This design comes from an exercise in tuning for small area, a short achievable clock period and few clock cycles on the open sky130 flow, not from production work.
Only simulation tests tie the RTL to the original design; equivalence was not proved.
Power and IR drop assume default switching activity.

==> flow/design.v <==
`default_nettype none
module top (
    input clk,
    output [31:0] InstructionAddress,
    input [31:0] InstructionData,
    output [31:0] DataAddress,
    output [31:0] WriteData,
    input [31:0] ReadData,
    output oe,
    output we,
    input rst
);
  reg  [31:2] pc;   
  reg  [31:2] pcD;   
  reg         pT;   
  reg  [31:0] ir;
  reg         vD;
  reg  [ 4:0] irB;   
  reg hAE, hAM, hAW, hBE, hBM, hBW;   
  reg  [31:0] eA, eB, eS;
  reg  [ 3:0] eFn;
  reg         eSub, eSlowZ;
  reg  [ 4:0] eSh;   
  reg         eWen, eLd, eSt;
  reg  [ 4:0] eRc;
  reg  [31:0] mY, mS;
  reg         mWen, mLd, mSt;
  reg  [ 4:0] mRc;
  reg  [31:0] wY;
  reg         wWen, wLd;
  reg  [ 4:0] wRc;
  reg  [31:0] rf   [0:30];
  reg  [30:0] rfv;
  assign InstructionAddress = {pc, 2'b00};
  assign DataAddress = mY;
  assign WriteData = mS;
  assign oe = mLd;
  assign we = mSt;
  wire [5:0] op = ir[31:26];
  wire [4:0] rc = ir[25:21];
  wire [4:0] ra = ir[20:16];
  wire [4:0] rb = ir[15:11];
  wire [31:0] sxt = {{16{ir[15]}}, ir[15:0]};
  wire isAlu = op[5] & ~((op[3:1] == 3'b001) | (op[2:0] == 3'b111));
  wire isAluR = isAlu & ~op[4];
  wire isHalt = (op == 6'b0);
  wire o5 = ~op[5] & ~isHalt;   
  wire isLd = o5 & (op[2:0] == 3'b000);
  wire isSt = o5 & (op[2:0] == 3'b001);
  wire isJmp = o5 & (op[2:0] == 3'b011);
  wire isBeq = o5 & (op[2:0] == 3'b101);
  wire isBne = o5 & (op[2:0] == 3'b110);
  wire isLdr = o5 & (op[2:0] == 3'b111);
  wire isIll = ~isHalt & ~isAlu & ~isLd & ~isSt & ~isJmp & ~isBeq & ~isBne & ~isLdr;
  wire isBr = isBeq | isBne;
  wire link = isJmp | isBr | isIll;
  wire [4:0] rbx = irB;
  wire useA = ~isLdr;
  wire useB = isAluR | isSt;
  wire [31:0] aluY;
  wire zE;
  wire [31:0] wd = wLd ? ReadData : wY;
  function automatic [31:0] rfread(input [4:0] r);
    integer i;
    begin
      rfread = 32'b0;
      for (i = 0; i < 31; i = i + 1) rfread = rfread | (rf[i] & {32{(r == i) & rfv[i]}});
    end
  endfunction
  wire eHitA = hAE;
  wire eHitB = hBE;
  wire mHitA = hAM;
  wire mHitB = hBM;
  wire wHitA = hAW;
  wire wHitB = hBW;
  wire [31:0] rdA0 = mHitA ? mY : (wHitA ? wd : rfread(ra));
  wire [31:0] rdB0 = mHitB ? mY : (wHitB ? wd : rfread(rbx));
  wire [31:0] rdA = eHitA ? aluY : rdA0;
  wire [31:0] rdB = eHitB ? aluY : rdB0;
  wire ldHaz = ((eLd & eHitA) | (mLd & mHitA)) & useA | ((eLd & eHitB) | (mLd & mHitB)) & useB;
  wire stall = vD & (isHalt | ldHaz | (isBr & eHitA & eSlowZ) | ((isBr | isJmp) & wHitA & wLd));
  wire go = vD & ~stall;
  reg [30:0] rfz;   
  reg zRF;
  integer q;
  always @* begin
    zRF = 1'b1;
    for (q = 0; q < 31; q = q + 1) if (ra == q && rfv[q] && !rfz[q]) zRF = 1'b0;
  end
  wire wZ = (wY == 32'b0);
  wire zW = wLd ? (ReadData == 32'b0) : wZ;
  wire z = eHitA ? zE : (mHitA ? (mY == 32'b0) : (wHitA ? wZ : zRF));   
  wire [31:2] brT = pcD + sxt[29:0];
  wire taken = (isBeq & z) | (isBne & ~z);
  wire redirect = go & ((taken ^ pT) | isJmp | isIll);
  wire [31:2] target = isJmp ? rdA[31:2] : (isIll ? 30'd1 : (pT ? pcD : brT));
  wire [5:0] fop = InstructionData[31:26];
  wire fo5 = ~fop[5] & (fop != 6'b0);
  wire fBeq = fo5 & (fop[2:0] == 3'b101);
  wire fBne = fo5 & (fop[2:0] == 3'b110);
  wire fRa31 = (InstructionData[20:16] == 5'd31);
  wire fPred = (fBeq & fRa31) | ((fBeq | fBne) & InstructionData[15] & ~(fBne & fRa31));
  wire [31:2] pcInc = pc + 30'd1;
  wire [30:0] fT1 = {pc, 1'b1} + {{14{InstructionData[15]}}, InstructionData[15:0], 1'b1};
  wire [31:2] fT = fT1[30:1];   
  wire [31:2] seqPc = fPred ? fT : pcInc;
  wire [31:2] brPc = pT ? pcD : brT;
  wire jmpIll = go & (isJmp | isIll);
  wire rdZ = jmpIll | (go & isBr & (isBeq ^ pT));   
  wire rdNZ = jmpIll | (go & isBr & (isBne ^ pT));   
  wire [31:2] jiPc = isJmp ? rdA[31:2] : 30'd1;
  wire [31:2] pcZ = jmpIll ? jiPc : ((go & isBr & (isBeq ^ pT)) ? brPc : seqPc);
  wire [31:2] pcNZ = jmpIll ? jiPc : ((go & isBr & (isBne ^ pT)) ? brPc : seqPc);
  always @(posedge clk) begin
    if (rst) begin
      pc <= 30'b0;
      vD <= 1'b0;
      pT <= 1'b0;
    end else if (!stall) begin
      pc <= z ? pcZ : pcNZ;
      vD <= z ? ~rdZ : ~rdNZ;
      pT <= fPred;
    end
    if (!stall) ir <= InstructionData;
    if (!stall) pcD <= pcInc;
    if (!stall) irB <= nrb;
    if (rst) begin
      {hAE, hAM, hAW, hBE, hBM, hBW} <= 6'b0;
    end else begin
      hAE <= eWenN & (eRcN == nra);
      hAM <= eWen & (eRc == nra);
      hAW <= mWen & (mRc == nra);
      hBE <= eWenN & (eRcN == nrb);
      hBM <= eWen & (eRc == nrb);
      hBW <= mWen & (mRc == nrb);
    end
  end
  wire [31:0] id = InstructionData;
  wire idSt = ~id[31] & (id[28:26] == 3'b001);
  wire [4:0] nra = stall ? ra : id[20:16];
  wire [4:0] nrb = stall ? irB : (idSt ? id[25:21] : id[15:11]);
  wire sub = isAlu & ((op[3:0] == 4'b0001) | (op[3:2] == 2'b01));
  wire [31:0] imm = link ? 32'b0 : (isLdr ? {sxt[29:0], 2'b00} : sxt);
  wire [31:0] bsel0 = isAluR ? rdB0 : imm;
  wire bFwd = eHitB & isAluR;   
  wire aFwd = eHitA & ~(isLdr | link);
  wire [31:0] aluYx = sub ? ~aluY : aluY;
  wire [4:0] eRcN = isIll ? 5'd30 : rc;
  wire eWenN = go & ~isSt & (eRcN != 5'd31);
  always @(posedge clk) begin
    if (rst) begin
      eWen <= 1'b0;
      eLd  <= 1'b0;
      eSt  <= 1'b0;
    end else begin
      eWen <= eWenN;
      eLd  <= go & (isLd | isLdr);
      eSt  <= go & isSt;
    end
    eRc <= eRcN;
    eA <= aFwd ? aluY : ((isLdr | link) ? {pcD, 2'b00} : rdA0);
    eB <= bFwd ? aluYx : (sub ? ~bsel0 : bsel0);
    eSub <= sub;
    eFn <= isAlu ? op[3:0] : 4'b0000;
    eSlowZ <= isAlu & (op[3] ? op[2] : (op[2] & (op[1:0] != 2'b00)));
    eS <= rdB;
    eSh <= (isAlu & op[3] & op[2]) ? (bFwd ? aluY[4:0] : bsel0[4:0]) : 5'b0;
  end
  wire [32:0] sum1 = {eA, eSub} + {eB, eSub};   
  wire [31:0] sum = sum1[32:1];
  wire [31:0] t = eA ^ eB;
  wire eq = &t;   
  wire lt = (eA[31] == eB[31]) ? eA[31] : sum[31];
  wire [31:0] lg = eFn[1] ? (eFn[0] ? ~t : t) : (eFn[0] ? (eA | eB) : (eA & eB));
  wire cmp = (eFn[1:0] == 2'b00) ? eq : (eFn[1:0] == 2'b01) ? lt : (lt | eq);
  wire shl = (eFn[1:0] == 2'b00);
  wire fill = (eFn[1:0] == 2'b10) & eA[31];
  reg [31:0] shin, shout, shr;
  integer k;
  always @* begin
    for (k = 0; k < 32; k = k + 1) shin[k] = shl ? eA[31-k] : eA[k];
    shr = shin;
    if (eSh[0]) shr = {{1{fill}}, shr[31:1]};
    if (eSh[1]) shr = {{2{fill}}, shr[31:2]};
    if (eSh[2]) shr = {{4{fill}}, shr[31:4]};
    if (eSh[3]) shr = {{8{fill}}, shr[31:8]};
    if (eSh[4]) shr = {{16{fill}}, shr[31:16]};
    for (k = 0; k < 32; k = k + 1) shout[k] = shl ? shr[31-k] : shr[k];
  end
  assign aluY = (eFn[3:2] == 2'b00) ? sum :
                (eFn[3:2] == 2'b01) ? {31'b0, cmp} :
                (eFn[3:2] == 2'b10) ? lg : shout;
  wire zSum = (t == {eA[30:0] | eB[30:0], eSub});
  wire zLg = eFn[1] ? (eFn[0] ? eq : ~|t) : (eFn[0] ? ~|(eA | eB) : ~|(eA & eB));
  assign zE = (eFn[3:2] == 2'b00) ? zSum : (eFn[3:2] == 2'b01) ? ~eq : zLg;
  always @(posedge clk) begin
    if (rst) begin
      mWen <= 1'b0;
      mLd  <= 1'b0;
      mSt  <= 1'b0;
      wWen <= 1'b0;
    end else begin
      mWen <= eWen;
      mLd  <= eLd;
      mSt  <= eSt;
      wWen <= mWen;
    end
    mRc <= eRc;
    mY  <= aluY;
    mS  <= eS;
    wLd <= mLd;
    wRc <= mRc;
    wY  <= mY;
  end
  integer j;
  always @(posedge clk) begin
    for (j = 0; j < 31; j = j + 1) begin
      if (wWen && wRc == j) rf[j] <= wd;
      if (wWen && wRc == j) rfz[j] <= zW;
    end
    if (rst) rfv <= 31'b0;
    else
      for (j = 0; j < 31; j = j + 1) begin
        if (wWen && wRc == j) rfv[j] <= 1'b1;
      end
  end
endmodule
clock: 9.0 ns
lec_check: 0
cap_margin: 20
core_margin: 2
core_utilization: 45
cts_cluster_diameter: 100
cts_cluster_size: 20
place_density: 0.5
setup_slack_margin: 5.0
slew_margin: 20
tns_end_percent: 10
standard.sh (not shown) runs the stock make flow with config.mk's settings and CLKGATE_MAP_FILE= SYNTH_SCRIPT=/design/flow/synth_recipe.tcl, a recipe that flattens the netlist after the stock synthesis.
==> flow/flow/run.sh <==
#!/bin/bash
# The standard layout (standard.sh), with the input and output port buffers
# made of sky130_fd_sc_hd__buf_4 rather than the cell buffer_ports picks by
# default (a slow delay cell). Every port is still buffered.
export BUFFER_PORTS_ARGS="-buffer_cell sky130_fd_sc_hd__buf_4"
bash standard.sh > standard.log 2>&1
Testbench counts at the start, summed over its fixed seeds: cycles 67,753.
Next try:
--- a/flow/design.v
+++ b/flow/design.v
@@ -20,5 +20,6 @@
   reg  [31:0] eA, eB, eS;
   reg  [ 3:0] eFn;
-  reg         eSub, eSlowZ;
+  reg         eSub;
+  reg         eBr, eBeq, ePT;   
   reg  [ 4:0] eSh;   
   reg         eWen, eLd, eSt;
@@ -30,5 +31,5 @@
   reg         wWen, wLd;
   reg  [ 4:0] wRc;
-  reg  [31:0] rf   [0:30];
+  reg  [991:0] rf;   
   reg  [30:0] rfv;
   assign InstructionAddress = {pc, 2'b00};
@@ -59,11 +60,10 @@
   wire useB = isAluR | isSt;
   wire [31:0] aluY;
-  wire zE;
   wire [31:0] wd = wLd ? ReadData : wY;
-  function automatic [31:0] rfread(input [4:0] r);
+  function automatic [31:0] rfread(input [4:0] r, input [991:0] regs, input [30:0] v);
     integer i;
     begin
       rfread = 32'b0;
-      for (i = 0; i < 31; i = i + 1) rfread = rfread | (rf[i] & {32{(r == i) & rfv[i]}});
+      for (i = 0; i < 31; i = i + 1) rfread = rfread | (regs[i*32+:32] & {32{(r == i) & v[i]}});
     end
   endfunction
@@ -74,11 +74,14 @@
   wire wHitA = hAW;
   wire wHitB = hBW;
-  wire [31:0] rdA0 = mHitA ? mY : (wHitA ? wd : rfread(ra));
-  wire [31:0] rdB0 = mHitB ? mY : (wHitB ? wd : rfread(rbx));
+  wire [31:0] rdA0 = mHitA ? mY : (wHitA ? wd : rfread(ra, rf, rfv));
+  wire [31:0] rdB0 = mHitB ? mY : (wHitB ? wd : rfread(rbx, rf, rfv));
   wire [31:0] rdA = eHitA ? aluY : rdA0;
   wire [31:0] rdB = eHitB ? aluY : rdB0;
   wire ldHaz = ((eLd & eHitA) | (mLd & mHitA)) & useA | ((eLd & eHitB) | (mLd & mHitB)) & useB;
-  wire stall = vD & (isHalt | ldHaz | (isBr & eHitA & eSlowZ) | ((isBr | isJmp) & wHitA & wLd));
-  wire go = vD & ~stall;
+  wire stall = vD & (isHalt | ldHaz | ((isBr | isJmp) & wHitA & wLd));
+  wire mZ = (mY == 32'b0);
+  wire eRedir = eBr & ((eBeq ? mZ : ~mZ) ^ ePT);
+  wire go = vD & ~stall & ~eRedir;
+  wire defer = isBr & eHitA;
   reg [30:0] rfz;   
   reg zRF;
@@ -90,9 +93,6 @@
   wire wZ = (wY == 32'b0);
   wire zW = wLd ? (ReadData == 32'b0) : wZ;
-  wire z = eHitA ? zE : (mHitA ? (mY == 32'b0) : (wHitA ? wZ : zRF));   
+  wire z = mHitA ? mZ : (wHitA ? wZ : zRF);   
   wire [31:2] brT = pcD + sxt[29:0];
-  wire taken = (isBeq & z) | (isBne & ~z);
-  wire redirect = go & ((taken ^ pT) | isJmp | isIll);
-  wire [31:2] target = isJmp ? rdA[31:2] : (isIll ? 30'd1 : (pT ? pcD : brT));
   wire [5:0] fop = InstructionData[31:26];
   wire fo5 = ~fop[5] & (fop != 6'b0);
@@ -107,9 +107,10 @@
   wire [31:2] brPc = pT ? pcD : brT;
   wire jmpIll = go & (isJmp | isIll);
-  wire rdZ = jmpIll | (go & isBr & (isBeq ^ pT));   
-  wire rdNZ = jmpIll | (go & isBr & (isBne ^ pT));   
+  wire brNow = go & isBr & ~defer;
+  wire rdZ = jmpIll | (brNow & (isBeq ^ pT));   
+  wire rdNZ = jmpIll | (brNow & (isBne ^ pT));   
   wire [31:2] jiPc = isJmp ? rdA[31:2] : 30'd1;
-  wire [31:2] pcZ = jmpIll ? jiPc : ((go & isBr & (isBeq ^ pT)) ? brPc : seqPc);
-  wire [31:2] pcNZ = jmpIll ? jiPc : ((go & isBr & (isBne ^ pT)) ? brPc : seqPc);
+  wire [31:2] pcZ = jmpIll ? jiPc : ((brNow & (isBeq ^ pT)) ? brPc : seqPc);
+  wire [31:2] pcNZ = jmpIll ? jiPc : ((brNow & (isBne ^ pT)) ? brPc : seqPc);
   always @(posedge clk) begin
     if (rst) begin
@@ -117,4 +118,7 @@
       vD <= 1'b0;
       pT <= 1'b0;
+    end else if (eRedir) begin
+      pc <= eS[31:2];
+      vD <= 1'b0;
     end else if (!stall) begin
       pc <= z ? pcZ : pcNZ;
@@ -153,9 +157,13 @@
       eLd  <= 1'b0;
       eSt  <= 1'b0;
+      eBr  <= 1'b0;
     end else begin
       eWen <= eWenN;
       eLd  <= go & (isLd | isLdr);
       eSt  <= go & isSt;
-    end
+      eBr  <= go & defer;
+    end
+    eBeq <= isBeq;
+    ePT <= pT;
     eRc <= eRcN;
     eA <= aFwd ? aluY : ((isLdr | link) ? {pcD, 2'b00} : rdA0);
@@ -163,6 +171,5 @@
     eSub <= sub;
     eFn <= isAlu ? op[3:0] : 4'b0000;
-    eSlowZ <= isAlu & (op[3] ? op[2] : (op[2] & (op[1:0] != 2'b00)));
-    eS <= rdB;
+    eS <= defer ? {brPc, 2'b00} : rdB;   
     eSh <= (isAlu & op[3] & op[2]) ? (bFwd ? aluY[4:0] : bsel0[4:0]) : 5'b0;
   end
@@ -191,7 +198,4 @@
                 (eFn[3:2] == 2'b01) ? {31'b0, cmp} :
                 (eFn[3:2] == 2'b10) ? lg : shout;
-  wire zSum = (t == {eA[30:0] | eB[30:0], eSub});
-  wire zLg = eFn[1] ? (eFn[0] ? eq : ~|t) : (eFn[0] ? ~|(eA | eB) : ~|(eA & eB));
-  assign zE = (eFn[3:2] == 2'b00) ? zSum : (eFn[3:2] == 2'b01) ? ~eq : zLg;
   always @(posedge clk) begin
     if (rst) begin
@@ -216,5 +220,5 @@
   always @(posedge clk) begin
     for (j = 0; j < 31; j = j + 1) begin
-      if (wWen && wRc == j) rf[j] <= wd;
+      if (wWen && wRc == j) rf[j*32+:32] <= wd;
       if (wWen && wRc == j) rfz[j] <= zW;
     end
Effect: Worst hold slack improved by 0.0096 ns. Global-route usage rises by 1.4 points. Total power drops by 1.2%. Synthesized cell count went up by 4.8%. Worst setup slack improved by 0.016 ns. Wire length rises by 3.1%. Utilization is about the same. Final cell count increases by 4.4%.
Testbench counts after the change, summed over its fixed seeds: cycles 68,480.

-- static timing again, ports no longer ideal --
The flow's constraints put no driver on any port. The routed layouts listed below were extracted and timed again, unchanged, in two steps. Step 1 (the two cells are an assumption about what drives the block):
set clk [get_ports {clk}]
set_driving_cell -lib_cell sky130_fd_sc_hd__clkbuf_16 $clk
set_driving_cell -lib_cell sky130_fd_sc_hd__buf_2 [delete_from_list [all_inputs] $clk]
Step 2 moves the port delays by t, midway between the first and last clock arrival at a register: inputs arrive t later, outputs are due t later. That takes back most of the time a late clock gives input paths. Three values: ideal, step 1, step 2; two values: the first two.
| run | t (ns) | setup slack, ns | worst register clock-pin slew, ns |
|---|---|---|---|
| the first run | 0.838 | 4.808 / 4.808 / 4.146 | 0.10 / 0.10 |
| the second run | 0.803 | 4.823 / 4.823 / 4.194 | 0.10 / 0.10 |
After both steps setup and hold are still met in every run listed. The setup slack of the first run, which loses most, moves by 0.000 ns with the drivers and by -0.662 ns with both steps.
